This is an optimization exercise on Yosys and OpenROAD, whose aim is small area and a short achievable clock period, not a production implementation. Function not checked in this run: the RTL went through the layout flow alone. Power and IR drop assume default switching activity.

===== flow/run.sh =====
#!/bin/bash
# The standard layout, with the smallest buffer cell on the ports in place of
# the one buffer_ports picks by default, a clock tree of smaller buffers
# without dummy loads, and timing repair asked to reach a setup slack of
# SETUP_SLACK_MARGIN ns.
set -euo pipefail
export BUFFER_PORTS_ARGS="-buffer_cell sky130_fd_sc_hd__buf_1"
export CTS_ARGS="-sink_clustering_enable -repair_clock_nets -dont_use_dummy_load -buf_list sky130_fd_sc_hd__clkbuf_8 -sink_clustering_size 16 -sink_clustering_max_diameter 80"
bash standard.sh SETUP_SLACK_MARGIN=66 > standard.log 2>&1

===== config.mk =====
export PLATFORM = sky130hd
export DESIGN_NAME = int_fu
export DESIGN_NICKNAME = int_fu
export VERILOG_FILES = /design/flow/design.v
export SDC_FILE = /design/flow/constraint.sdc
export NUM_CORES = 4
export LEC_CHECK = 0
export CAP_MARGIN = 20
export CORE_MARGIN = 2
export CORE_UTILIZATION = 60
export SLEW_MARGIN = 20
export SYNTH_HIERARCHICAL = 1

===== constraint.sdc =====
create_clock -name core_clock -period 85.0 [get_ports {clk}]
set_input_delay 17.0000 -clock core_clock [delete_from_list [all_inputs] [get_ports {clk}]]
set_output_delay 17.0000 -clock core_clock [all_outputs]
set_load 0.01 [all_outputs]

===== standard.sh =====
#!/bin/bash
# synth_recipe.tcl (not shown) runs the flow's synth.tcl, then flattens the netlist and writes it again
# the make line also repeats each setting of config.mk as NAME=value (left out here)
make -C /OpenROAD-flow-scripts/flow DESIGN_CONFIG=/design/flow/config.mk WORK_HOME=/design/flow/orfs CLKGATE_MAP_FILE= SYNTH_SCRIPT=/design/flow/synth_recipe.tcl "${@:-finish}"

===== design.v =====
package general_defines;
    parameter INT_DATA_W = 32;
    parameter POSIT_DATA_W = 8;
    parameter ROB_LENGTH = 16;
    parameter IQ_LENGTH = 8;
    parameter BYPASS_LENGTH = 3;
    parameter PHYS_REG_LENGTH = 64;
    parameter ARCH_REG_LENGTH = 32;
    parameter INSTR_MEM_LENGTH = 256;
    parameter DATA_MEM_LENGTH = 256;
    parameter FETCH_BUFFER_LENGTH = 8;
    parameter PHT_LENGTH = 256; 
    parameter BTB_LENGTH = 64;
    localparam ROB_IDX_W = (ROB_LENGTH > 1) ? $clog2(ROB_LENGTH) : 1;
    localparam IQ_IDX_W = (IQ_LENGTH > 1) ? $clog2(IQ_LENGTH) : 1;
    localparam BYPASS_IDX_W = (BYPASS_LENGTH > 1) ? $clog2(BYPASS_LENGTH) : 1;
    localparam PHYS_REG_IDX_W = (PHYS_REG_LENGTH > 1) ? $clog2(PHYS_REG_LENGTH) : 1;
    localparam ARCH_REG_IDX_W = (ARCH_REG_LENGTH > 1) ? $clog2(ARCH_REG_LENGTH) : 1;
    localparam INSTR_MEM_IDX_W = (INSTR_MEM_LENGTH > 1) ? $clog2(INSTR_MEM_LENGTH) : 1;
    localparam DATA_MEM_IDX_W = (DATA_MEM_LENGTH > 1) ? $clog2(DATA_MEM_LENGTH) : 1;
    localparam FETCH_BUFFER_IDX_W = (FETCH_BUFFER_LENGTH > 1) ? $clog2(FETCH_BUFFER_LENGTH) : 1;
    localparam PHT_IDX_W = (PHT_LENGTH> 1) ? $clog2(PHT_LENGTH) : 1;
    localparam BTB_IDX_W = (BTB_LENGTH > 1) ? $clog2(BTB_LENGTH) : 1;
    typedef struct packed{
        logic valid;
        logic [INSTR_MEM_IDX_W-1:0] pc;
        logic [ARCH_REG_IDX_W-1:0] logical_rd;
        logic [PHYS_REG_IDX_W-1:0] phys_rd;
        logic [PHYS_REG_IDX_W-1:0] old_phys_rd;   
        logic [INT_DATA_W-1:0] result;
        logic done;
        logic is_store;
        logic is_load;
        logic [6:0] opcode;
        logic [2:0] funct3;
        logic [6:0] funct7;
        logic is_branch;
        logic pred_taken;
        logic [INSTR_MEM_IDX_W-1:0] pred_target;
        logic branch_taken;                      
        logic [INSTR_MEM_IDX_W-1:0] branch_target;   
    } rob_entry_t;
    typedef struct packed {
        logic [6:0] opcode;
        logic [INSTR_MEM_IDX_W-1:0] pc;
        logic [PHYS_REG_IDX_W-1:0] phys_rd;
        logic [PHYS_REG_IDX_W-1:0] phys_rs1;
        logic [PHYS_REG_IDX_W-1:0] phys_rs2;
        logic [INT_DATA_W-1:0] imm;
        logic [2:0] fu_type;  
        logic rs1_ready;
        logic rs2_ready;
        logic [INT_DATA_W-1:0] rs1_value;  
        logic [INT_DATA_W-1:0] rs2_value;
        logic valid;
        logic [2:0] funct3;
        logic [6:0] funct7;
        logic [ROB_IDX_W-1:0] rob_idx;
    } iq_entry_t;
    typedef struct packed {
        logic valid;
        logic [PHYS_REG_IDX_W-1:0] phys_rd;
        logic [INT_DATA_W-1:0] result;
    } bypass_entry_t;
endpackage
/*verilator lint_off MULTITOP*/
import general_defines::*;
module adder(
    input clk,
    input rst,
    input logic [INT_DATA_W-1:0] a,
    input logic [INT_DATA_W-1:0] b,
    input logic valid_i,
    output logic [INT_DATA_W-1:0] result,
    output logic valid_o
);
always_ff @(posedge clk) begin
    if(rst) begin
        result <= 'b0;
        valid_o <= 1'b0;
    end
    else begin
        valid_o <= valid_i;
        if(valid_i) begin
            result <= a+b;
        end
    end
end
endmodule
module subtractor(
    input clk,
    input rst,
    input logic [INT_DATA_W-1:0] a,
    input logic [INT_DATA_W-1:0] b,
    input logic valid_i,
    output logic [INT_DATA_W-1:0] result,
    output logic valid_o
);
always_ff @(posedge clk) begin
    if(rst) begin
        result <= 'b0;
        valid_o <= 1'b0;
    end
    else begin
        valid_o <= valid_i;
        if(valid_i) begin
            result <= a-b;
        end
    end
end
endmodule
module multiplier(
    input clk,
    input rst,
    input logic [INT_DATA_W-1:0] a,
    input logic [INT_DATA_W-1:0] b,
    input logic valid_i,
    output logic [INT_DATA_W-1:0] result,
    output logic busy
);
logic [1:0]  count_mul;
logic [31:0] a_store;
logic [23:0] hi;
logic [31:0] t;
logic        cprev;
logic pp1, pp2, pp3, pp4, pp5, pp6, pp7, pp8, pp9, pp10, pp11, pp12;
logic pp13, pp14, pp15, pp16, pp17, pp18, pp19, pp20, pp21, pp22, pp23, pp24;
logic pp25, pp26, pp27, pp28, pp29, pp30, pp31, pp32, pp33, pp34, pp35, pp36;
logic pp37, pp38, pp39, pp40, pp41, pp42, pp43, pp44, pp45, pp46, pp47, pp48;
logic pp49, pp50, pp51, pp52, pp53, pp54, pp55, pp56, pp57, pp58, pp59, pp60;
logic pp61, pp62, pp63, pp64, pp65, pp66, pp67, pp68, pp69, pp70, pp71, pp72;
logic pp73, pp74, pp75, pp76, pp77, pp78, pp79, pp80, pp81, pp82, pp83, pp84;
logic pp85, pp86, pp87, pp88, pp89, pp90, pp91, pp92, pp93, pp94, pp95, pp96;
logic pp97, pp98, pp99, pp100, pp101, pp102, pp103, pp104, pp105, pp106, pp107, pp108;
logic pp109, pp110, pp111, pp112, pp113, pp114, pp115, pp116, pp117, pp118, pp119, pp120;
logic pp121, pp122, pp123, pp124, pp125, pp126, pp127, pp128, pp129, pp130, pp131, pp132;
logic pp133, pp134, pp135, pp136, pp137, pp138, pp139, pp140, pp141, pp142, pp143, pp144;
logic pp145, pp146, pp147, pp148, pp149, pp150, pp151, pp152, pp153, pp154, pp155, pp156;
logic pp157, pp158, pp159, pp160, pp161, pp162, pp163, pp164, pp165, pp166, pp167, pp168;
logic pp169, pp170, pp171, pp172, pp173, pp174, pp175, pp176, pp177, pp178, pp179, pp180;
logic pp181, pp182, pp183, pp184, pp185, pp186, pp187, pp188, pp189, pp190, pp191, pp192;
logic pp193, pp194, pp195, pp196, pp197, pp198, pp199, pp200, pp201, pp202, pp203, pp204;
logic pp205, pp206, pp207, pp208, pp209, pp210, pp211, pp212, pp213, pp214, pp215, pp216;
logic pp217, pp218, pp219, pp220, pp221, pp222, pp223, pp224, pp225, pp226, pp227, pp228;
logic s229, c230, s231, c232, s233, c234, s235, c236, s237, c238, s239, c240;
logic s241, c242, s243, c244, s245, c246, s247, c248, s249, c250, s251, c252;
logic s253, c254, s255, c256, s257, c258, s259, c260, s261, c262, s263, c264;
logic s265, c266, s267, c268, s269, c270, s271, c272, s273, c274, s275, c276;
logic s277, c278, s279, c280, s281, c282, s283, c284, s285, c286, s287, c288;
logic s289, c290, s291, c292, s293, c294, s295, c296, s297, c298, s299, c300;
logic s301, c302, s303, c304, s305, c306, s307, c308, s309, c310, s311, c312;
logic s313, c314, s315, c316, s317, c318, s319, c320, s321, c322, s323, c324;
logic s325, c326, s327, c328, s329, c330, s331, c332, s333, c334, s335, c336;
logic s337, c338, s339, c340, s341, c342, s343, c344, s345, c346, s347, c348;
logic s349, c350, s351, c352, s353, c354, s355, c356, s357, c358, s359, c360;
logic s361, c362, s363, c364, s365, c366, s367, c368, s369, c370, s371, c372;
logic s373, c374, s375, c376, s377, c378, s379, s380, s381, s382, c383, s384;
logic c385, s386, c387, s388, c389, s390, c391, s392, c393, s394, c395, s396;
logic c397, s398, c399, s400, c401, s402, c403, s404, c405, s406, c407, s408;
logic c409, s410, c411, s412, c413, s414, c415, s416, c417, s418, c419, s420;
logic c421, s422, c423, s424, c425, s426, c427, s428, c429, s430, c431, s432;
logic c433, s434, c435, s436, c437, s438, c439, s440, c441, s442, c443, s444;
logic c445, s446, c447, s448, c449, s450, c451, s452, c453, s454, c455, s456;
logic c457, s458, c459, s460, c461, s462, c463, s464, c465, s466, c467, s468;
logic c469, s470, c471, s472, c473, s474, c475, s476, c477, s478, c479, s480;
logic c481, s482, c483, s484, c485, s486, c487, s488, c489, s490, c491, s492;
logic s493, s494, c495, s496, c497, s498, c499, s500, c501, s502, c503, s504;
logic c505, s506, c507, s508, c509, s510, c511, s512, c513, s514, c515, s516;
logic c517, s518, c519, s520, c521, s522, c523, s524, c525, s526, c527, s528;
logic c529, s530, c531, s532, c533, s534, c535, s536, c537, s538, c539, s540;
logic c541, s542, c543, s544, c545, s546, c547, s548, c549, s550, c551, s552;
logic s553, c554, s555, c556, s557, c558, s559, c560, s561, c562, s563, c564;
logic s565, c566, s567, c568, s569, c570, s571, c572, s573, c574, s575, c576;
logic s577, c578, s579, c580, s581, c582, s583, c584, s585, c586, s587, c588;
logic s589, c590, s591, c592, s593, c594, s595, c596, s597, c598, s599, c600;
logic s601, c602, s603, c604, s605, c606, s607, c608, s609, c610, s611, c612;
logic s613, s614, c615, s616, c617, s618, c619, s620, c621, s622, c623, s624;
logic c625, s626, c627, s628, c629, s630, c631, s632, c633, s634, c635, s636;
logic c637, s638, c639, s640, c641, s642, c643, s644, c645, s646, c647, s648;
logic c649, s650, c651, s652, c653, s654, c655, s656, c657, s658, c659, s660;
logic c661, s662, c663, s664, c665, s666, c667, s668, c669, s670, c671, s672;
logic c673, s674, c675, s676;
assign pp1 = a_store[0] & result[0];
assign pp2 = a_store[1] & result[0];
assign pp3 = a_store[2] & result[0];
assign pp4 = a_store[3] & result[0];
assign pp5 = a_store[4] & result[0];
assign pp6 = a_store[5] & result[0];
assign pp7 = a_store[6] & result[0];
assign pp8 = a_store[7] & result[0];
assign pp9 = a_store[8] & result[0];
assign pp10 = a_store[9] & result[0];
assign pp11 = a_store[10] & result[0];
assign pp12 = a_store[11] & result[0];
assign pp13 = a_store[12] & result[0];
assign pp14 = a_store[13] & result[0];
assign pp15 = a_store[14] & result[0];
assign pp16 = a_store[15] & result[0];
assign pp17 = a_store[16] & result[0];
assign pp18 = a_store[17] & result[0];
assign pp19 = a_store[18] & result[0];
assign pp20 = a_store[19] & result[0];
assign pp21 = a_store[20] & result[0];
assign pp22 = a_store[21] & result[0];
assign pp23 = a_store[22] & result[0];
assign pp24 = a_store[23] & result[0];
assign pp25 = a_store[24] & result[0];
assign pp26 = a_store[25] & result[0];
assign pp27 = a_store[26] & result[0];
assign pp28 = a_store[27] & result[0];
assign pp29 = a_store[28] & result[0];
assign pp30 = a_store[29] & result[0];
assign pp31 = a_store[30] & result[0];
assign pp32 = a_store[31] & result[0];
assign pp33 = a_store[0] & result[1];
assign pp34 = a_store[1] & result[1];
assign pp35 = a_store[2] & result[1];
assign pp36 = a_store[3] & result[1];
assign pp37 = a_store[4] & result[1];
assign pp38 = a_store[5] & result[1];
assign pp39 = a_store[6] & result[1];
assign pp40 = a_store[7] & result[1];
assign pp41 = a_store[8] & result[1];
assign pp42 = a_store[9] & result[1];
assign pp43 = a_store[10] & result[1];
assign pp44 = a_store[11] & result[1];
assign pp45 = a_store[12] & result[1];
assign pp46 = a_store[13] & result[1];
assign pp47 = a_store[14] & result[1];
assign pp48 = a_store[15] & result[1];
assign pp49 = a_store[16] & result[1];
assign pp50 = a_store[17] & result[1];
assign pp51 = a_store[18] & result[1];
assign pp52 = a_store[19] & result[1];
assign pp53 = a_store[20] & result[1];
assign pp54 = a_store[21] & result[1];
assign pp55 = a_store[22] & result[1];
assign pp56 = a_store[23] & result[1];
assign pp57 = a_store[24] & result[1];
assign pp58 = a_store[25] & result[1];
assign pp59 = a_store[26] & result[1];
assign pp60 = a_store[27] & result[1];
assign pp61 = a_store[28] & result[1];
assign pp62 = a_store[29] & result[1];
assign pp63 = a_store[30] & result[1];
assign pp64 = a_store[0] & result[2];
assign pp65 = a_store[1] & result[2];
assign pp66 = a_store[2] & result[2];
assign pp67 = a_store[3] & result[2];
assign pp68 = a_store[4] & result[2];
assign pp69 = a_store[5] & result[2];
assign pp70 = a_store[6] & result[2];
assign pp71 = a_store[7] & result[2];
assign pp72 = a_store[8] & result[2];
assign pp73 = a_store[9] & result[2];
assign pp74 = a_store[10] & result[2];
assign pp75 = a_store[11] & result[2];
assign pp76 = a_store[12] & result[2];
assign pp77 = a_store[13] & result[2];
assign pp78 = a_store[14] & result[2];
assign pp79 = a_store[15] & result[2];
assign pp80 = a_store[16] & result[2];
assign pp81 = a_store[17] & result[2];
assign pp82 = a_store[18] & result[2];
assign pp83 = a_store[19] & result[2];
assign pp84 = a_store[20] & result[2];
assign pp85 = a_store[21] & result[2];
assign pp86 = a_store[22] & result[2];
assign pp87 = a_store[23] & result[2];
assign pp88 = a_store[24] & result[2];
assign pp89 = a_store[25] & result[2];
assign pp90 = a_store[26] & result[2];
assign pp91 = a_store[27] & result[2];
assign pp92 = a_store[28] & result[2];
assign pp93 = a_store[29] & result[2];
assign pp94 = a_store[0] & result[3];
assign pp95 = a_store[1] & result[3];
assign pp96 = a_store[2] & result[3];
assign pp97 = a_store[3] & result[3];
assign pp98 = a_store[4] & result[3];
assign pp99 = a_store[5] & result[3];
assign pp100 = a_store[6] & result[3];
assign pp101 = a_store[7] & result[3];
assign pp102 = a_store[8] & result[3];
assign pp103 = a_store[9] & result[3];
assign pp104 = a_store[10] & result[3];
assign pp105 = a_store[11] & result[3];
assign pp106 = a_store[12] & result[3];
assign pp107 = a_store[13] & result[3];
assign pp108 = a_store[14] & result[3];
assign pp109 = a_store[15] & result[3];
assign pp110 = a_store[16] & result[3];
assign pp111 = a_store[17] & result[3];
assign pp112 = a_store[18] & result[3];
assign pp113 = a_store[19] & result[3];
assign pp114 = a_store[20] & result[3];
assign pp115 = a_store[21] & result[3];
assign pp116 = a_store[22] & result[3];
assign pp117 = a_store[23] & result[3];
assign pp118 = a_store[24] & result[3];
assign pp119 = a_store[25] & result[3];
assign pp120 = a_store[26] & result[3];
assign pp121 = a_store[27] & result[3];
assign pp122 = a_store[28] & result[3];
assign pp123 = a_store[0] & result[4];
assign pp124 = a_store[1] & result[4];
assign pp125 = a_store[2] & result[4];
assign pp126 = a_store[3] & result[4];
assign pp127 = a_store[4] & result[4];
assign pp128 = a_store[5] & result[4];
assign pp129 = a_store[6] & result[4];
assign pp130 = a_store[7] & result[4];
assign pp131 = a_store[8] & result[4];
assign pp132 = a_store[9] & result[4];
assign pp133 = a_store[10] & result[4];
assign pp134 = a_store[11] & result[4];
assign pp135 = a_store[12] & result[4];
assign pp136 = a_store[13] & result[4];
assign pp137 = a_store[14] & result[4];
assign pp138 = a_store[15] & result[4];
assign pp139 = a_store[16] & result[4];
assign pp140 = a_store[17] & result[4];
assign pp141 = a_store[18] & result[4];
assign pp142 = a_store[19] & result[4];
assign pp143 = a_store[20] & result[4];
assign pp144 = a_store[21] & result[4];
assign pp145 = a_store[22] & result[4];
assign pp146 = a_store[23] & result[4];
assign pp147 = a_store[24] & result[4];
assign pp148 = a_store[25] & result[4];
assign pp149 = a_store[26] & result[4];
assign pp150 = a_store[27] & result[4];
assign pp151 = a_store[0] & result[5];
assign pp152 = a_store[1] & result[5];
assign pp153 = a_store[2] & result[5];
assign pp154 = a_store[3] & result[5];
assign pp155 = a_store[4] & result[5];
assign pp156 = a_store[5] & result[5];
assign pp157 = a_store[6] & result[5];
assign pp158 = a_store[7] & result[5];
assign pp159 = a_store[8] & result[5];
assign pp160 = a_store[9] & result[5];
assign pp161 = a_store[10] & result[5];
assign pp162 = a_store[11] & result[5];
assign pp163 = a_store[12] & result[5];
assign pp164 = a_store[13] & result[5];
assign pp165 = a_store[14] & result[5];
assign pp166 = a_store[15] & result[5];
assign pp167 = a_store[16] & result[5];
assign pp168 = a_store[17] & result[5];
assign pp169 = a_store[18] & result[5];
assign pp170 = a_store[19] & result[5];
assign pp171 = a_store[20] & result[5];
assign pp172 = a_store[21] & result[5];
assign pp173 = a_store[22] & result[5];
assign pp174 = a_store[23] & result[5];
assign pp175 = a_store[24] & result[5];
assign pp176 = a_store[25] & result[5];
assign pp177 = a_store[26] & result[5];
assign pp178 = a_store[0] & result[6];
assign pp179 = a_store[1] & result[6];
assign pp180 = a_store[2] & result[6];
assign pp181 = a_store[3] & result[6];
assign pp182 = a_store[4] & result[6];
assign pp183 = a_store[5] & result[6];
assign pp184 = a_store[6] & result[6];
assign pp185 = a_store[7] & result[6];
assign pp186 = a_store[8] & result[6];
assign pp187 = a_store[9] & result[6];
assign pp188 = a_store[10] & result[6];
assign pp189 = a_store[11] & result[6];
assign pp190 = a_store[12] & result[6];
assign pp191 = a_store[13] & result[6];
assign pp192 = a_store[14] & result[6];
assign pp193 = a_store[15] & result[6];
assign pp194 = a_store[16] & result[6];
assign pp195 = a_store[17] & result[6];
assign pp196 = a_store[18] & result[6];
assign pp197 = a_store[19] & result[6];
assign pp198 = a_store[20] & result[6];
assign pp199 = a_store[21] & result[6];
assign pp200 = a_store[22] & result[6];
assign pp201 = a_store[23] & result[6];
assign pp202 = a_store[24] & result[6];
assign pp203 = a_store[25] & result[6];
assign pp204 = a_store[0] & result[7];
assign pp205 = a_store[1] & result[7];
assign pp206 = a_store[2] & result[7];
assign pp207 = a_store[3] & result[7];
assign pp208 = a_store[4] & result[7];
assign pp209 = a_store[5] & result[7];
assign pp210 = a_store[6] & result[7];
assign pp211 = a_store[7] & result[7];
assign pp212 = a_store[8] & result[7];
assign pp213 = a_store[9] & result[7];
assign pp214 = a_store[10] & result[7];
assign pp215 = a_store[11] & result[7];
assign pp216 = a_store[12] & result[7];
assign pp217 = a_store[13] & result[7];
assign pp218 = a_store[14] & result[7];
assign pp219 = a_store[15] & result[7];
assign pp220 = a_store[16] & result[7];
assign pp221 = a_store[17] & result[7];
assign pp222 = a_store[18] & result[7];
assign pp223 = a_store[19] & result[7];
assign pp224 = a_store[20] & result[7];
assign pp225 = a_store[21] & result[7];
assign pp226 = a_store[22] & result[7];
assign pp227 = a_store[23] & result[7];
assign pp228 = a_store[24] & result[7];
assign s229 = pp6 ^ pp37;
assign c230 = pp6 & pp37;
assign s231 = pp7 ^ pp38 ^ pp68;
assign c232 = (pp7 & pp38) | (pp7 & pp68) | (pp38 & pp68);
assign s233 = pp97 ^ pp125;
assign c234 = pp97 & pp125;
assign s235 = pp8 ^ pp39 ^ pp69;
assign c236 = (pp8 & pp39) | (pp8 & pp69) | (pp39 & pp69);
assign s237 = pp98 ^ pp126 ^ pp153;
assign c238 = (pp98 & pp126) | (pp98 & pp153) | (pp126 & pp153);
assign s239 = pp179 ^ pp204;
assign c240 = pp179 & pp204;
assign s241 = pp9 ^ pp40 ^ pp70;
assign c242 = (pp9 & pp40) | (pp9 & pp70) | (pp40 & pp70);
assign s243 = pp99 ^ pp127 ^ pp154;
assign c244 = (pp99 & pp127) | (pp99 & pp154) | (pp127 & pp154);
assign s245 = pp180 ^ pp205 ^ hi[8];
assign c246 = (pp180 & pp205) | (pp180 & hi[8]) | (pp205 & hi[8]);
assign s247 = pp10 ^ pp41 ^ pp71;
assign c248 = (pp10 & pp41) | (pp10 & pp71) | (pp41 & pp71);
assign s249 = pp100 ^ pp128 ^ pp155;
assign c250 = (pp100 & pp128) | (pp100 & pp155) | (pp128 & pp155);
assign s251 = pp181 ^ pp206 ^ hi[9];
assign c252 = (pp181 & pp206) | (pp181 & hi[9]) | (pp206 & hi[9]);
assign s253 = pp11 ^ pp42 ^ pp72;
assign c254 = (pp11 & pp42) | (pp11 & pp72) | (pp42 & pp72);
assign s255 = pp101 ^ pp129 ^ pp156;
assign c256 = (pp101 & pp129) | (pp101 & pp156) | (pp129 & pp156);
assign s257 = pp182 ^ pp207 ^ hi[10];
assign c258 = (pp182 & pp207) | (pp182 & hi[10]) | (pp207 & hi[10]);
assign s259 = pp12 ^ pp43 ^ pp73;
assign c260 = (pp12 & pp43) | (pp12 & pp73) | (pp43 & pp73);
assign s261 = pp102 ^ pp130 ^ pp157;
assign c262 = (pp102 & pp130) | (pp102 & pp157) | (pp130 & pp157);
assign s263 = pp183 ^ pp208 ^ hi[11];
assign c264 = (pp183 & pp208) | (pp183 & hi[11]) | (pp208 & hi[11]);
assign s265 = pp13 ^ pp44 ^ pp74;
assign c266 = (pp13 & pp44) | (pp13 & pp74) | (pp44 & pp74);
assign s267 = pp103 ^ pp131 ^ pp158;
assign c268 = (pp103 & pp131) | (pp103 & pp158) | (pp131 & pp158);
assign s269 = pp184 ^ pp209 ^ hi[12];
assign c270 = (pp184 & pp209) | (pp184 & hi[12]) | (pp209 & hi[12]);
assign s271 = pp14 ^ pp45 ^ pp75;
assign c272 = (pp14 & pp45) | (pp14 & pp75) | (pp45 & pp75);
assign s273 = pp104 ^ pp132 ^ pp159;
assign c274 = (pp104 & pp132) | (pp104 & pp159) | (pp132 & pp159);
assign s275 = pp185 ^ pp210 ^ hi[13];
assign c276 = (pp185 & pp210) | (pp185 & hi[13]) | (pp210 & hi[13]);
assign s277 = pp15 ^ pp46 ^ pp76;
assign c278 = (pp15 & pp46) | (pp15 & pp76) | (pp46 & pp76);
assign s279 = pp105 ^ pp133 ^ pp160;
assign c280 = (pp105 & pp133) | (pp105 & pp160) | (pp133 & pp160);
assign s281 = pp186 ^ pp211 ^ hi[14];
assign c282 = (pp186 & pp211) | (pp186 & hi[14]) | (pp211 & hi[14]);
assign s283 = pp16 ^ pp47 ^ pp77;
assign c284 = (pp16 & pp47) | (pp16 & pp77) | (pp47 & pp77);
assign s285 = pp106 ^ pp134 ^ pp161;
assign c286 = (pp106 & pp134) | (pp106 & pp161) | (pp134 & pp161);
assign s287 = pp187 ^ pp212 ^ hi[15];
assign c288 = (pp187 & pp212) | (pp187 & hi[15]) | (pp212 & hi[15]);
assign s289 = pp17 ^ pp48 ^ pp78;
assign c290 = (pp17 & pp48) | (pp17 & pp78) | (pp48 & pp78);
assign s291 = pp107 ^ pp135 ^ pp162;
assign c292 = (pp107 & pp135) | (pp107 & pp162) | (pp135 & pp162);
assign s293 = pp188 ^ pp213 ^ hi[16];
assign c294 = (pp188 & pp213) | (pp188 & hi[16]) | (pp213 & hi[16]);
assign s295 = pp18 ^ pp49 ^ pp79;
assign c296 = (pp18 & pp49) | (pp18 & pp79) | (pp49 & pp79);
assign s297 = pp108 ^ pp136 ^ pp163;
assign c298 = (pp108 & pp136) | (pp108 & pp163) | (pp136 & pp163);
assign s299 = pp189 ^ pp214 ^ hi[17];
assign c300 = (pp189 & pp214) | (pp189 & hi[17]) | (pp214 & hi[17]);
assign s301 = pp19 ^ pp50 ^ pp80;
assign c302 = (pp19 & pp50) | (pp19 & pp80) | (pp50 & pp80);
assign s303 = pp109 ^ pp137 ^ pp164;
assign c304 = (pp109 & pp137) | (pp109 & pp164) | (pp137 & pp164);
assign s305 = pp190 ^ pp215 ^ hi[18];
assign c306 = (pp190 & pp215) | (pp190 & hi[18]) | (pp215 & hi[18]);
assign s307 = pp20 ^ pp51 ^ pp81;
assign c308 = (pp20 & pp51) | (pp20 & pp81) | (pp51 & pp81);
assign s309 = pp110 ^ pp138 ^ pp165;
assign c310 = (pp110 & pp138) | (pp110 & pp165) | (pp138 & pp165);
assign s311 = pp191 ^ pp216 ^ hi[19];
assign c312 = (pp191 & pp216) | (pp191 & hi[19]) | (pp216 & hi[19]);
assign s313 = pp21 ^ pp52 ^ pp82;
assign c314 = (pp21 & pp52) | (pp21 & pp82) | (pp52 & pp82);
assign s315 = pp111 ^ pp139 ^ pp166;
assign c316 = (pp111 & pp139) | (pp111 & pp166) | (pp139 & pp166);
assign s317 = pp192 ^ pp217 ^ hi[20];
assign c318 = (pp192 & pp217) | (pp192 & hi[20]) | (pp217 & hi[20]);
assign s319 = pp22 ^ pp53 ^ pp83;
assign c320 = (pp22 & pp53) | (pp22 & pp83) | (pp53 & pp83);
assign s321 = pp112 ^ pp140 ^ pp167;
assign c322 = (pp112 & pp140) | (pp112 & pp167) | (pp140 & pp167);
assign s323 = pp193 ^ pp218 ^ hi[21];
assign c324 = (pp193 & pp218) | (pp193 & hi[21]) | (pp218 & hi[21]);
assign s325 = pp23 ^ pp54 ^ pp84;
assign c326 = (pp23 & pp54) | (pp23 & pp84) | (pp54 & pp84);
assign s327 = pp113 ^ pp141 ^ pp168;
assign c328 = (pp113 & pp141) | (pp113 & pp168) | (pp141 & pp168);
assign s329 = pp194 ^ pp219 ^ hi[22];
assign c330 = (pp194 & pp219) | (pp194 & hi[22]) | (pp219 & hi[22]);
assign s331 = pp24 ^ pp55 ^ pp85;
assign c332 = (pp24 & pp55) | (pp24 & pp85) | (pp55 & pp85);
assign s333 = pp114 ^ pp142 ^ pp169;
assign c334 = (pp114 & pp142) | (pp114 & pp169) | (pp142 & pp169);
assign s335 = pp195 ^ pp220 ^ hi[23];
assign c336 = (pp195 & pp220) | (pp195 & hi[23]) | (pp220 & hi[23]);
assign s337 = pp25 ^ pp56 ^ pp86;
assign c338 = (pp25 & pp56) | (pp25 & pp86) | (pp56 & pp86);
assign s339 = pp115 ^ pp143 ^ pp170;
assign c340 = (pp115 & pp143) | (pp115 & pp170) | (pp143 & pp170);
assign s341 = pp196 ^ pp221;
assign c342 = pp196 & pp221;
assign s343 = pp26 ^ pp57 ^ pp87;
assign c344 = (pp26 & pp57) | (pp26 & pp87) | (pp57 & pp87);
assign s345 = pp116 ^ pp144 ^ pp171;
assign c346 = (pp116 & pp144) | (pp116 & pp171) | (pp144 & pp171);
assign s347 = pp197 ^ pp222;
assign c348 = pp197 & pp222;
assign s349 = pp27 ^ pp58 ^ pp88;
assign c350 = (pp27 & pp58) | (pp27 & pp88) | (pp58 & pp88);
assign s351 = pp117 ^ pp145 ^ pp172;
assign c352 = (pp117 & pp145) | (pp117 & pp172) | (pp145 & pp172);
assign s353 = pp198 ^ pp223;
assign c354 = pp198 & pp223;
assign s355 = pp28 ^ pp59 ^ pp89;
assign c356 = (pp28 & pp59) | (pp28 & pp89) | (pp59 & pp89);
assign s357 = pp118 ^ pp146 ^ pp173;
assign c358 = (pp118 & pp146) | (pp118 & pp173) | (pp146 & pp173);
assign s359 = pp199 ^ pp224;
assign c360 = pp199 & pp224;
assign s361 = pp29 ^ pp60 ^ pp90;
assign c362 = (pp29 & pp60) | (pp29 & pp90) | (pp60 & pp90);
assign s363 = pp119 ^ pp147 ^ pp174;
assign c364 = (pp119 & pp147) | (pp119 & pp174) | (pp147 & pp174);
assign s365 = pp200 ^ pp225;
assign c366 = pp200 & pp225;
assign s367 = pp30 ^ pp61 ^ pp91;
assign c368 = (pp30 & pp61) | (pp30 & pp91) | (pp61 & pp91);
assign s369 = pp120 ^ pp148 ^ pp175;
assign c370 = (pp120 & pp148) | (pp120 & pp175) | (pp148 & pp175);
assign s371 = pp201 ^ pp226;
assign c372 = pp201 & pp226;
assign s373 = pp31 ^ pp62 ^ pp92;
assign c374 = (pp31 & pp62) | (pp31 & pp92) | (pp62 & pp92);
assign s375 = pp121 ^ pp149 ^ pp176;
assign c376 = (pp121 & pp149) | (pp121 & pp176) | (pp149 & pp176);
assign s377 = pp202 ^ pp227;
assign c378 = pp202 & pp227;
assign s379 = pp32 ^ pp63 ^ pp93;
assign s380 = pp122 ^ pp150 ^ pp177;
assign s381 = pp203 ^ pp228;
assign s382 = pp4 ^ pp35;
assign c383 = pp4 & pp35;
assign s384 = pp5 ^ pp36 ^ pp66;
assign c385 = (pp5 & pp36) | (pp5 & pp66) | (pp36 & pp66);
assign s386 = pp95 ^ pp123;
assign c387 = pp95 & pp123;
assign s388 = pp67 ^ pp96 ^ pp124;
assign c389 = (pp67 & pp96) | (pp67 & pp124) | (pp96 & pp124);
assign s390 = pp151 ^ hi[5] ^ s229;
assign c391 = (pp151 & hi[5]) | (pp151 & s229) | (hi[5] & s229);
assign s392 = pp152 ^ pp178 ^ hi[6];
assign c393 = (pp152 & pp178) | (pp152 & hi[6]) | (pp178 & hi[6]);
assign s394 = s231 ^ s233 ^ c230;
assign c395 = (s231 & s233) | (s231 & c230) | (s233 & c230);
assign s396 = hi[7] ^ s235 ^ s237;
assign c397 = (hi[7] & s235) | (hi[7] & s237) | (s235 & s237);
assign s398 = s239 ^ c232 ^ c234;
assign c399 = (s239 & c232) | (s239 & c234) | (c232 & c234);
assign s400 = s241 ^ s243 ^ s245;
assign c401 = (s241 & s243) | (s241 & s245) | (s243 & s245);
assign s402 = c236 ^ c238 ^ c240;
assign c403 = (c236 & c238) | (c236 & c240) | (c238 & c240);
assign s404 = s247 ^ s249 ^ s251;
assign c405 = (s247 & s249) | (s247 & s251) | (s249 & s251);
assign s406 = c242 ^ c244 ^ c246;
assign c407 = (c242 & c244) | (c242 & c246) | (c244 & c246);
assign s408 = s253 ^ s255 ^ s257;
assign c409 = (s253 & s255) | (s253 & s257) | (s255 & s257);
assign s410 = c248 ^ c250 ^ c252;
assign c411 = (c248 & c250) | (c248 & c252) | (c250 & c252);
assign s412 = s259 ^ s261 ^ s263;
assign c413 = (s259 & s261) | (s259 & s263) | (s261 & s263);
assign s414 = c254 ^ c256 ^ c258;
assign c415 = (c254 & c256) | (c254 & c258) | (c256 & c258);
assign s416 = s265 ^ s267 ^ s269;
assign c417 = (s265 & s267) | (s265 & s269) | (s267 & s269);
assign s418 = c260 ^ c262 ^ c264;
assign c419 = (c260 & c262) | (c260 & c264) | (c262 & c264);
assign s420 = s271 ^ s273 ^ s275;
assign c421 = (s271 & s273) | (s271 & s275) | (s273 & s275);
assign s422 = c266 ^ c268 ^ c270;
assign c423 = (c266 & c268) | (c266 & c270) | (c268 & c270);
assign s424 = s277 ^ s279 ^ s281;
assign c425 = (s277 & s279) | (s277 & s281) | (s279 & s281);
assign s426 = c272 ^ c274 ^ c276;
assign c427 = (c272 & c274) | (c272 & c276) | (c274 & c276);
assign s428 = s283 ^ s285 ^ s287;
assign c429 = (s283 & s285) | (s283 & s287) | (s285 & s287);
assign s430 = c278 ^ c280 ^ c282;
assign c431 = (c278 & c280) | (c278 & c282) | (c280 & c282);
assign s432 = s289 ^ s291 ^ s293;
assign c433 = (s289 & s291) | (s289 & s293) | (s291 & s293);
assign s434 = c284 ^ c286 ^ c288;
assign c435 = (c284 & c286) | (c284 & c288) | (c286 & c288);
assign s436 = s295 ^ s297 ^ s299;
assign c437 = (s295 & s297) | (s295 & s299) | (s297 & s299);
assign s438 = c290 ^ c292 ^ c294;
assign c439 = (c290 & c292) | (c290 & c294) | (c292 & c294);
assign s440 = s301 ^ s303 ^ s305;
assign c441 = (s301 & s303) | (s301 & s305) | (s303 & s305);
assign s442 = c296 ^ c298 ^ c300;
assign c443 = (c296 & c298) | (c296 & c300) | (c298 & c300);
assign s444 = s307 ^ s309 ^ s311;
assign c445 = (s307 & s309) | (s307 & s311) | (s309 & s311);
assign s446 = c302 ^ c304 ^ c306;
assign c447 = (c302 & c304) | (c302 & c306) | (c304 & c306);
assign s448 = s313 ^ s315 ^ s317;
assign c449 = (s313 & s315) | (s313 & s317) | (s315 & s317);
assign s450 = c308 ^ c310 ^ c312;
assign c451 = (c308 & c310) | (c308 & c312) | (c310 & c312);
assign s452 = s319 ^ s321 ^ s323;
assign c453 = (s319 & s321) | (s319 & s323) | (s321 & s323);
assign s454 = c314 ^ c316 ^ c318;
assign c455 = (c314 & c316) | (c314 & c318) | (c316 & c318);
assign s456 = s325 ^ s327 ^ s329;
assign c457 = (s325 & s327) | (s325 & s329) | (s327 & s329);
assign s458 = c320 ^ c322 ^ c324;
assign c459 = (c320 & c322) | (c320 & c324) | (c322 & c324);
assign s460 = s331 ^ s333 ^ s335;
assign c461 = (s331 & s333) | (s331 & s335) | (s333 & s335);
assign s462 = c326 ^ c328 ^ c330;
assign c463 = (c326 & c328) | (c326 & c330) | (c328 & c330);
assign s464 = s337 ^ s339 ^ s341;
assign c465 = (s337 & s339) | (s337 & s341) | (s339 & s341);
assign s466 = c332 ^ c334 ^ c336;
assign c467 = (c332 & c334) | (c332 & c336) | (c334 & c336);
assign s468 = s343 ^ s345 ^ s347;
assign c469 = (s343 & s345) | (s343 & s347) | (s345 & s347);
assign s470 = c338 ^ c340 ^ c342;
assign c471 = (c338 & c340) | (c338 & c342) | (c340 & c342);
assign s472 = s349 ^ s351 ^ s353;
assign c473 = (s349 & s351) | (s349 & s353) | (s351 & s353);
assign s474 = c344 ^ c346 ^ c348;
assign c475 = (c344 & c346) | (c344 & c348) | (c346 & c348);
assign s476 = s355 ^ s357 ^ s359;
assign c477 = (s355 & s357) | (s355 & s359) | (s357 & s359);
assign s478 = c350 ^ c352 ^ c354;
assign c479 = (c350 & c352) | (c350 & c354) | (c352 & c354);
assign s480 = s361 ^ s363 ^ s365;
assign c481 = (s361 & s363) | (s361 & s365) | (s363 & s365);
assign s482 = c356 ^ c358 ^ c360;
assign c483 = (c356 & c358) | (c356 & c360) | (c358 & c360);
assign s484 = s367 ^ s369 ^ s371;
assign c485 = (s367 & s369) | (s367 & s371) | (s369 & s371);
assign s486 = c362 ^ c364 ^ c366;
assign c487 = (c362 & c364) | (c362 & c366) | (c364 & c366);
assign s488 = s373 ^ s375 ^ s377;
assign c489 = (s373 & s375) | (s373 & s377) | (s375 & s377);
assign s490 = c368 ^ c370 ^ c372;
assign c491 = (c368 & c370) | (c368 & c372) | (c370 & c372);
assign s492 = s379 ^ s380 ^ s381;
assign s493 = c374 ^ c376 ^ c378;
assign s494 = pp3 ^ pp34;
assign c495 = pp3 & pp34;
assign s496 = pp65 ^ pp94 ^ hi[3];
assign c497 = (pp65 & pp94) | (pp65 & hi[3]) | (pp94 & hi[3]);
assign s498 = hi[4] ^ s384 ^ s386;
assign c499 = (hi[4] & s384) | (hi[4] & s386) | (s384 & s386);
assign s500 = s388 ^ s390 ^ c385;
assign c501 = (s388 & s390) | (s388 & c385) | (s390 & c385);
assign s502 = s392 ^ s394 ^ c389;
assign c503 = (s392 & s394) | (s392 & c389) | (s394 & c389);
assign s504 = s396 ^ s398 ^ c393;
assign c505 = (s396 & s398) | (s396 & c393) | (s398 & c393);
assign s506 = s400 ^ s402 ^ c397;
assign c507 = (s400 & s402) | (s400 & c397) | (s402 & c397);
assign s508 = s404 ^ s406 ^ c401;
assign c509 = (s404 & s406) | (s404 & c401) | (s406 & c401);
assign s510 = s408 ^ s410 ^ c405;
assign c511 = (s408 & s410) | (s408 & c405) | (s410 & c405);
assign s512 = s412 ^ s414 ^ c409;
assign c513 = (s412 & s414) | (s412 & c409) | (s414 & c409);
assign s514 = s416 ^ s418 ^ c413;
assign c515 = (s416 & s418) | (s416 & c413) | (s418 & c413);
assign s516 = s420 ^ s422 ^ c417;
assign c517 = (s420 & s422) | (s420 & c417) | (s422 & c417);
assign s518 = s424 ^ s426 ^ c421;
assign c519 = (s424 & s426) | (s424 & c421) | (s426 & c421);
assign s520 = s428 ^ s430 ^ c425;
assign c521 = (s428 & s430) | (s428 & c425) | (s430 & c425);
assign s522 = s432 ^ s434 ^ c429;
assign c523 = (s432 & s434) | (s432 & c429) | (s434 & c429);
assign s524 = s436 ^ s438 ^ c433;
assign c525 = (s436 & s438) | (s436 & c433) | (s438 & c433);
assign s526 = s440 ^ s442 ^ c437;
assign c527 = (s440 & s442) | (s440 & c437) | (s442 & c437);
assign s528 = s444 ^ s446 ^ c441;
assign c529 = (s444 & s446) | (s444 & c441) | (s446 & c441);
assign s530 = s448 ^ s450 ^ c445;
assign c531 = (s448 & s450) | (s448 & c445) | (s450 & c445);
assign s532 = s452 ^ s454 ^ c449;
assign c533 = (s452 & s454) | (s452 & c449) | (s454 & c449);
assign s534 = s456 ^ s458 ^ c453;
assign c535 = (s456 & s458) | (s456 & c453) | (s458 & c453);
assign s536 = s460 ^ s462 ^ c457;
assign c537 = (s460 & s462) | (s460 & c457) | (s462 & c457);
assign s538 = s464 ^ s466 ^ c461;
assign c539 = (s464 & s466) | (s464 & c461) | (s466 & c461);
assign s540 = s468 ^ s470 ^ c465;
assign c541 = (s468 & s470) | (s468 & c465) | (s470 & c465);
assign s542 = s472 ^ s474 ^ c469;
assign c543 = (s472 & s474) | (s472 & c469) | (s474 & c469);
assign s544 = s476 ^ s478 ^ c473;
assign c545 = (s476 & s478) | (s476 & c473) | (s478 & c473);
assign s546 = s480 ^ s482 ^ c477;
assign c547 = (s480 & s482) | (s480 & c477) | (s482 & c477);
assign s548 = s484 ^ s486 ^ c481;
assign c549 = (s484 & s486) | (s484 & c481) | (s486 & c481);
assign s550 = s488 ^ s490 ^ c485;
assign c551 = (s488 & s490) | (s488 & c485) | (s490 & c485);
assign s552 = s492 ^ s493 ^ c489;
assign s553 = pp2 ^ pp33;
assign c554 = pp2 & pp33;
assign s555 = pp64 ^ hi[2] ^ s494;
assign c556 = (pp64 & hi[2]) | (pp64 & s494) | (hi[2] & s494);
assign s557 = s382 ^ s496 ^ c495;
assign c558 = (s382 & s496) | (s382 & c495) | (s496 & c495);
assign s559 = c383 ^ s498 ^ c497;
assign c560 = (c383 & s498) | (c383 & c497) | (s498 & c497);
assign s561 = c387 ^ s500 ^ c499;
assign c562 = (c387 & s500) | (c387 & c499) | (s500 & c499);
assign s563 = c391 ^ s502 ^ c501;
assign c564 = (c391 & s502) | (c391 & c501) | (s502 & c501);
assign s565 = c395 ^ s504 ^ c503;
assign c566 = (c395 & s504) | (c395 & c503) | (s504 & c503);
assign s567 = c399 ^ s506 ^ c505;
assign c568 = (c399 & s506) | (c399 & c505) | (s506 & c505);
assign s569 = c403 ^ s508 ^ c507;
assign c570 = (c403 & s508) | (c403 & c507) | (s508 & c507);
assign s571 = c407 ^ s510 ^ c509;
assign c572 = (c407 & s510) | (c407 & c509) | (s510 & c509);
assign s573 = c411 ^ s512 ^ c511;
assign c574 = (c411 & s512) | (c411 & c511) | (s512 & c511);
assign s575 = c415 ^ s514 ^ c513;
assign c576 = (c415 & s514) | (c415 & c513) | (s514 & c513);
assign s577 = c419 ^ s516 ^ c515;
assign c578 = (c419 & s516) | (c419 & c515) | (s516 & c515);
assign s579 = c423 ^ s518 ^ c517;
assign c580 = (c423 & s518) | (c423 & c517) | (s518 & c517);
assign s581 = c427 ^ s520 ^ c519;
assign c582 = (c427 & s520) | (c427 & c519) | (s520 & c519);
assign s583 = c431 ^ s522 ^ c521;
assign c584 = (c431 & s522) | (c431 & c521) | (s522 & c521);
assign s585 = c435 ^ s524 ^ c523;
assign c586 = (c435 & s524) | (c435 & c523) | (s524 & c523);
assign s587 = c439 ^ s526 ^ c525;
assign c588 = (c439 & s526) | (c439 & c525) | (s526 & c525);
assign s589 = c443 ^ s528 ^ c527;
assign c590 = (c443 & s528) | (c443 & c527) | (s528 & c527);
assign s591 = c447 ^ s530 ^ c529;
assign c592 = (c447 & s530) | (c447 & c529) | (s530 & c529);
assign s593 = c451 ^ s532 ^ c531;
assign c594 = (c451 & s532) | (c451 & c531) | (s532 & c531);
assign s595 = c455 ^ s534 ^ c533;
assign c596 = (c455 & s534) | (c455 & c533) | (s534 & c533);
assign s597 = c459 ^ s536 ^ c535;
assign c598 = (c459 & s536) | (c459 & c535) | (s536 & c535);
assign s599 = c463 ^ s538 ^ c537;
assign c600 = (c463 & s538) | (c463 & c537) | (s538 & c537);
assign s601 = c467 ^ s540 ^ c539;
assign c602 = (c467 & s540) | (c467 & c539) | (s540 & c539);
assign s603 = c471 ^ s542 ^ c541;
assign c604 = (c471 & s542) | (c471 & c541) | (s542 & c541);
assign s605 = c475 ^ s544 ^ c543;
assign c606 = (c475 & s544) | (c475 & c543) | (s544 & c543);
assign s607 = c479 ^ s546 ^ c545;
assign c608 = (c479 & s546) | (c479 & c545) | (s546 & c545);
assign s609 = c483 ^ s548 ^ c547;
assign c610 = (c483 & s548) | (c483 & c547) | (s548 & c547);
assign s611 = c487 ^ s550 ^ c549;
assign c612 = (c487 & s550) | (c487 & c549) | (s550 & c549);
assign s613 = c491 ^ s552 ^ c551;
assign s614 = pp1 ^ hi[0];
assign c615 = pp1 & hi[0];
assign s616 = hi[1] ^ s553 ^ c615;
assign c617 = (hi[1] & s553) | (hi[1] & c615) | (s553 & c615);
assign s618 = s555 ^ c554 ^ c617;
assign c619 = (s555 & c554) | (s555 & c617) | (c554 & c617);
assign s620 = s557 ^ c556 ^ c619;
assign c621 = (s557 & c556) | (s557 & c619) | (c556 & c619);
assign s622 = s559 ^ c558 ^ c621;
assign c623 = (s559 & c558) | (s559 & c621) | (c558 & c621);
assign s624 = s561 ^ c560 ^ c623;
assign c625 = (s561 & c560) | (s561 & c623) | (c560 & c623);
assign s626 = s563 ^ c562 ^ c625;
assign c627 = (s563 & c562) | (s563 & c625) | (c562 & c625);
assign s628 = s565 ^ c564 ^ c627;
assign c629 = (s565 & c564) | (s565 & c627) | (c564 & c627);
assign s630 = s567 ^ c566 ^ c629;
assign c631 = (s567 & c566) | (s567 & c629) | (c566 & c629);
assign s632 = s569 ^ c568 ^ c631;
assign c633 = (s569 & c568) | (s569 & c631) | (c568 & c631);
assign s634 = s571 ^ c570 ^ c633;
assign c635 = (s571 & c570) | (s571 & c633) | (c570 & c633);
assign s636 = s573 ^ c572 ^ c635;
assign c637 = (s573 & c572) | (s573 & c635) | (c572 & c635);
assign s638 = s575 ^ c574 ^ c637;
assign c639 = (s575 & c574) | (s575 & c637) | (c574 & c637);
assign s640 = s577 ^ c576 ^ c639;
assign c641 = (s577 & c576) | (s577 & c639) | (c576 & c639);
assign s642 = s579 ^ c578 ^ c641;
assign c643 = (s579 & c578) | (s579 & c641) | (c578 & c641);
assign s644 = s581 ^ c580 ^ c643;
assign c645 = (s581 & c580) | (s581 & c643) | (c580 & c643);
assign s646 = s583 ^ c582 ^ c645;
assign c647 = (s583 & c582) | (s583 & c645) | (c582 & c645);
assign s648 = s585 ^ c584 ^ c647;
assign c649 = (s585 & c584) | (s585 & c647) | (c584 & c647);
assign s650 = s587 ^ c586 ^ c649;
assign c651 = (s587 & c586) | (s587 & c649) | (c586 & c649);
assign s652 = s589 ^ c588 ^ c651;
assign c653 = (s589 & c588) | (s589 & c651) | (c588 & c651);
assign s654 = s591 ^ c590 ^ c653;
assign c655 = (s591 & c590) | (s591 & c653) | (c590 & c653);
assign s656 = s593 ^ c592 ^ c655;
assign c657 = (s593 & c592) | (s593 & c655) | (c592 & c655);
assign s658 = s595 ^ c594 ^ c657;
assign c659 = (s595 & c594) | (s595 & c657) | (c594 & c657);
assign s660 = s597 ^ c596 ^ c659;
assign c661 = (s597 & c596) | (s597 & c659) | (c596 & c659);
assign s662 = s599 ^ c598 ^ c661;
assign c663 = (s599 & c598) | (s599 & c661) | (c598 & c661);
assign s664 = s601 ^ c600 ^ c663;
assign c665 = (s601 & c600) | (s601 & c663) | (c600 & c663);
assign s666 = s603 ^ c602 ^ c665;
assign c667 = (s603 & c602) | (s603 & c665) | (c602 & c665);
assign s668 = s605 ^ c604 ^ c667;
assign c669 = (s605 & c604) | (s605 & c667) | (c604 & c667);
assign s670 = s607 ^ c606 ^ c669;
assign c671 = (s607 & c606) | (s607 & c669) | (c606 & c669);
assign s672 = s609 ^ c608 ^ c671;
assign c673 = (s609 & c608) | (s609 & c671) | (c608 & c671);
assign s674 = s611 ^ c610 ^ c673;
assign c675 = (s611 & c610) | (s611 & c673) | (c610 & c673);
assign s676 = s613 ^ c612 ^ c675;
assign t = {s676, s674, s672, s670, s668, s666, s664, s662, s660, s658, s656, s654, s652, s650, s648, s646, s644, s642, s640, s638, s636, s634, s632, s630, s628, s626, s624, s622, s620, s618, s616, s614};
always_ff @(posedge clk) begin
    if (!busy) a_store <= a;
    hi <= busy ? t[31:8] : 24'b0;
    cprev <= busy & result[7];
    count_mul <= busy ? count_mul + 2'd1 : 2'd0;
end
always_ff @(posedge clk) begin
    if(rst) begin
        result <= 'b0;
        busy <= 'b0;
    end
    else if (!busy) begin
        if (valid_i) begin
            result <= b;
            busy <= 1'b1;
        end
    end
    else begin
        result <= {t[7:0], result[31:8]};
        if (count_mul == 2'b11) busy <= 1'b0;
    end
end
endmodule
module divider(
    input clk,
    input rst,
    input logic [INT_DATA_W-1:0] a,
    input logic [INT_DATA_W-1:0] b,
    input logic valid_i,
    output logic [INT_DATA_W-1:0] result,
    output logic busy
);
logic [2:0]  count_div;
logic [31:0] nd;         
logic [31:0] rem;
logic        dnz;
logic [31:0] r [0:4];
logic [31:0] q [0:4];
assign dnz = ~&nd;
function automatic logic [32:0] div_step(input logic [32:0] s, input logic [31:0] nd);
    logic [31:0] g, p, pp, diff;
    logic ge;
    p = s[31:0] ^ nd;
    g = s[31:0] & nd;
    g[0] = s[0] | nd[0];       
    pp = p;
    for (int l = 0; l < 5; l++)
        for (int i = 0; i < 32; i++)
            if (i & (1 << l)) begin
                g[i] = g[i] | (pp[i] & g[((i >> l) << l) - 1]);
                pp[i] = pp[i] & pp[((i >> l) << l) - 1];
            end
    diff = p ^ {g[30:0], 1'b1};
    ge = s[32] | g[31];
    div_step = {ge, ge ? diff : s[31:0]};
endfunction
always_comb begin
    r[0] = rem;
    q[0] = result;
    for (int j = 0; j < 4; j++) begin
        logic [32:0] st;
        logic ge;
        st = div_step({r[j], q[j][31]}, nd);
        ge = st[32] & dnz;
        r[j+1] = ge ? st[31:0] : {r[j][30:0], q[j][31]};
        q[j+1] = {q[j][30:0], ge};
    end
end
always_ff @(posedge clk) begin
    if (!busy) nd <= ~b;
    rem <= busy ? r[4] : 32'b0;
    count_div <= busy ? count_div + 3'd1 : 3'd0;
end
always_ff @(posedge clk) begin
    if(rst) begin
        result <= 'b0;
        busy <= 'b0;
    end
    else if (!busy) begin
        if (valid_i) begin
            result <= a;
            busy <= 1'b1;
        end
    end
    else begin
        result <= q[4];
        if (count_div == 3'b111) busy <= 1'b0;
    end
end
endmodule
/*verilator lint_on MULTITOP*/
import general_defines::*;
module int_fu (
    input  logic                  clk,
    input  logic                  rst,
    input  logic [INT_DATA_W-1:0] add_a,
    input  logic [INT_DATA_W-1:0] add_b,
    input  logic                  add_valid_i,
    output logic [INT_DATA_W-1:0] add_result,
    output logic                  add_valid_o,
    input  logic [INT_DATA_W-1:0] sub_a,
    input  logic [INT_DATA_W-1:0] sub_b,
    input  logic                  sub_valid_i,
    output logic [INT_DATA_W-1:0] sub_result,
    output logic                  sub_valid_o,
    input  logic [INT_DATA_W-1:0] mul_a,
    input  logic [INT_DATA_W-1:0] mul_b,
    input  logic                  mul_valid_i,
    output logic [INT_DATA_W-1:0] mul_result,
    output logic                  mul_busy,
    input  logic [INT_DATA_W-1:0] div_a,
    input  logic [INT_DATA_W-1:0] div_b,
    input  logic                  div_valid_i,
    output logic [INT_DATA_W-1:0] div_result,
    output logic                  div_busy
);
    adder int_adder (
        .clk(clk), .rst(rst), .a(add_a), .b(add_b), .valid_i(add_valid_i),
        .result(add_result), .valid_o(add_valid_o)
    );
    subtractor int_subtractor (
        .clk(clk), .rst(rst), .a(sub_a), .b(sub_b), .valid_i(sub_valid_i),
        .result(sub_result), .valid_o(sub_valid_o)
    );
    multiplier int_multiplier (
        .clk(clk), .rst(rst), .a(mul_a), .b(mul_b), .valid_i(mul_valid_i),
        .result(mul_result), .busy(mul_busy)
    );
    divider int_divider (
        .clk(clk), .rst(rst), .a(div_a), .b(div_b), .valid_i(div_valid_i),
        .result(div_result), .busy(div_busy)
    );
endmodule

==> parameters.txt <==
Parameter                              Value

Status
  Outcome ... finished clean

Route
  Antenna Violating Nets Remaining ... 0
  Final wirelength ... 69490 µm
  Per-cell via count in the routed design ... 5.795
  Post-detailed-route wirelength per cell ... 18.71 µm
  Count of vias placed by the detailed router ... 21.52k
  Drt pass-1 iters ... 8
  First-iteration detailed-routing DRC count ... 1546
  DR DRC count ... 0

Timing
  Number of hold violations in the final report ... 0
  Number of max-slew violations in the final report ... 0
  Sum of negative setup slack ... 0 ns
  Pin slew with the least headroom to its limit ... 1.096 ns
  Post-route minimum period ... approximately 19 ns
  Endpoints failing setup ... 0
  Period Utilization, post-route ... 0.2214
  Worst rel slew slack ... 0.2694
  Minimum hold slack ... 0.4124 ns
  RSZ-0062 raised after global routing ... false
  Maximum achievable frequency ... 0.05314 GHz
  Largest clock skew in the final design ... about 0.094 ns

Power and ir drop
  Largest voltage drop on the vdd net ... around 0.04 mV
  Clock Power Share ... 0.062
  Logic gate share of total power ... 0.794
  Total net switching power ... roughly 0.56 mW
  Total leakage power ... 11.85 nW
  Part of the total power dissipated in sequential elements ... 0.144
  Switching Fraction ... 0.4971
  Total power density per cell area ... about 41 nW/µm²
  Internal power ... 0.5700 mW

Logic synthesis
  Mapped Avg Cell Area ... 8.875 µm²
  Number of enable flip-flop cells after synthesis ... 64
  Yosys warning count ... 12
  Number of standard cells after synthesis ... around 2.8k
  Async S/R FF share, synth ... 0
  Top post-synthesis cells by area ... fa_1 (18%), dfxtp_1 (15%), ha_1 (10%)
  Netlist area before placement ... around 25000 µm²
  Share of the synthesized area in the top cell type ... 0.1806
  Synthesized Nets ... ~3.5k
  Number of register bits inferred by synthesis ... 257
  Prevailing post-synth register cell ... dfxtp_1
  Library cell with the largest summed area after synthesis ... fa_1
  Number of distinct standard cells referenced by the synthesized netlist ... 88
  Sequential-to-total area share from yosys stat ... 0.2299

Layout
  Layout overhead on the synthesized area ... 9.072%
  Total inserted antenna cells ... 0
  Final layout net count ... 3870
  Share of layout cells above drive strength 1 ... 0.04819

Clock tree
  Clock Root Buffer ... clkbuf_8
  Number of clock sinks ... 257
  Clock latency on the worst-skew pair ... 0.64 ns
  Clock transition at path regs ... 0.08 ns
  Resized Gates After CTS ... 0
  CTS tree ... done
  Cts hold-fix bufs ... 0
  Setup fix buffers added after clock tree synthesis ... 0
  Maximum clock insertion buffer count ... 3
  Total clock buffers created by CTS ... 25
  Number of H-tree levels ... 1

Setup path
  Worst path slowest cell ... a221o_1
  List of cells traversed by the critical path ... buf_1 > ha_1 > a211oi_1 > o21ai_0 > a21oi_2 > nand2b_1 > a221o_1 > a31oi_1 > xor2_1 > o21ai_1
  Worst path max stage delay ... 0.47 ns
  Maximum fanout along the worst path ... 4
  Critical path data required time ... 85.45 ns
  Crit start category ... input port
  FF-to-FF path depth ... 39
  CP arrival ... between 15 and 20 ns
  Critical path capture point type ... flip-flop
  Category of the most critical setup path ... input port to flip-flop

Placement
  Detail Placement HPWL ... roughly 54000 µm
  IO Port Bufs ... 393
  GP Congestion ... slightly below 1

Run
  Max-capacitance violation count ... 0

Floorplan
  Effective utilization at floorplan ... 0.6041
  Die Wd ... 208.8 µm
  Die Outline Area ... 43600 µm²
  Std-Cell Rows ... between 70 and 80
  I/O pin total ... 394
  Die extent in y ... 208.8 µm
  Core region area ... 41670 µm²

Worst hold path
  Hold-critical path depth ... 1
  Classification of the worst-slack hold path ... flip-flop to flip-flop

Global routing
  Remaining global-route overflow ... 0
  Number of antenna violations at the first check in global routing ... 2
  Global-route wire length before repair ... 111800 µm
  Largest net degree at the start of global routing ... 92
  Vias in the first global route ... roughly 22k
  Overall Global Routing Usage ... 0.3160
[worst max-delay path, delay by kind of cell]
kind            cells  cell delay, ns
simple gates        1            0.11
fa+ha+maj           1            0.32
compound gates      6            1.54
buf+inv             1            0.12
xor+xnor            1            0.17
[placed cells by master, fill, tap and decap left out, drive strengths merged, types with 44 or more instances in the layout]
cell type / Yosys / layout
buf: 30 / 409
nor2: 300 / 300
inv: 297 / 297
nand2: 248 / 248
a21oi: 233 / 233
fa: 227 / 227
ha: 204 / 204
dfxtp: 193 / 193
and2: 143 / 143
mux2i: 112 / 112
o21ai: 101 / 101
xnor2: 93 / 93
edfxtp: 64 / 64
mux2: 55 / 55
xor2: 51 / 51
a21o: 44 / 44
[cells in the mapped netlist (all sizes together) (18+ instances only)]
library cell  instances
and2                143
o211ai               18
ha                  204
xor2                 51
mux2i               112
clkbuf               69
nand2b               20
buf                  30
o21a                 21
a21oi               233
nor2                300
nand2               248
mux2                 55
nand4                27
dfxtp               193
fa                  227
nor3                 34
inv                 297
o21ai               101
a21o                 44
edfxtp               64
xnor2                93
a211oi               36
nand3                27
[logic make-up (layout without fill, tap and decap cells)]
kind of cell,after synthesis,after routing,share of synthesized area
simple gates,868,868,0.1610
flops,257,257,0.2299
compound gates,570,570,0.1445
xor+xnor,145,145,0.05100
mux,167,167,0.06979
fa+ha+maj,431,431,0.2820
buf+inv,398,737,0.06189
[final timing paths]
kind,from,to,slack (ns)
hold reg to reg,int_divider.count_div[0]$_SDFF_PN0_,int_divider.count_div[0]$_SDFF_PN0_,0.41
setup reg to reg,int_multiplier.result[1]$_SDFFE_PP0P_,int_multiplier.hi[23]$_SDFF_PN0_,68.56
hold / removal,int_divider.count_div[0]$_SDFF_PN0_,int_divider.count_div[0]$_SDFF_PN0_,0.41
setup / recovery,add_a[1],int_adder.result[23]$_SDFFE_PP0P_,66.18
[state kept, by name, indices dropped and copies added (netlist names)]
register / cells
int_divider.rem: 32
int_divider.nd: 32
int_multiplier.count_mul: 2
int_multiplier.hi: 24
int_multiplier.busy: 1
int_divider.count_div: 3
int_divider.result: 32
int_subtractor.result: 32
int_multiplier.a_store: 32
int_adder.valid_o: 1
int_multiplier.result: 32
int_divider.busy: 1
int_adder.result: 32
int_subtractor.valid_o: 1
[per-layer routing]
layer | global-route usage | up-vias | wire length, µm
met5 | 0 | - | 30
met4 | 0.09138 | 4 | 1818
met3 | 0.05035 | 117 | 5121
met2 | 0.5297 | 821 | 32990
met1 | 0.4245 | 10330 | 29540
li1 | - | 10250 | -
[Yosys stat by module, one instance, submodules excluded, excerpt]
module      cell area [µm²]  cells  times used  flip-flops and latches
divider                9986   1173           1                     100
adder                  2922    365           1                      33
multiplier             9384    915           1                      91
subtractor             2878    383           1                      33
[per-stage QoR]
| step | power, mW | worst slack [ns] | cells | util | area [µm²] |
|---|---|---|---|---|---|
| 3_5_place_dp | 1.059 | 65.61 | 3689 | 0.6506 | 27110 |
| 2_1_floorplan | 0.8701 | 65.99 | 2836 | - | 25210 |
| 3_3_place_gp | 1.024 | 65.57 | 3689 | 0.6506 | 27110 |
| 6_report | 1.133 | 66.18 | 3714 | 0.6589 | 27450 |
| 5_1_grt | 1.247 | 66.01 | 3714 | 0.6589 | 27450 |
| 4_1_cts | 1.135 | 66.26 | 3714 | 0.6589 | 27450 |
[layout make-up]
cell class,count,area [µm²]
tap,539,674.4
fill,3580,14210
multi-input combinational,2181,17890
timing repair buffer,413,1633
clock buffer,25,344.1
inverter,299,1122
sequential,257,5789
[power groups by stage]
stage	Combinational (mW)	Sequential, mW	Clock [mW]
floorplan	0.709	0.161	0
global placement	0.859	0.165	0
detailed placement	0.894	0.165	0
CTS	0.900	0.163	0.0725
global route	1.01	0.165	0.0763
finish	0.900	0.163	0.0706

[what the ideal ports hide]
No port has a modelled driver above. Below, the same layout with a new extraction and two added sets of constraints. Step 1: set_driving_cell puts a clkbuf_16 on clk and a buf_2 on each other input, an assumption about the parent block. Step 2, shift: input delay + t, output delay - t, t = (earliest + latest rising clock arrival at the registers) / 2. This alone moves slack from input paths to output paths. a / b / c = ideal / step 1 / step 2; a / b = the first two.
shift t [ns]: 0.647
setup WS [ns]: 66.182 / 66.219 / 65.572
latest minus earliest clock arrival (ns): 0.094 / 0.094
slew at the worst register clock pin (ns): 0.10 / 0.10
worst slew at a driven data input, ns: 0.09
After both steps this run still meets setup and hold. For this run, drivers alone change the setup slack by +0.037 ns; drivers and shift together by -0.610 ns.
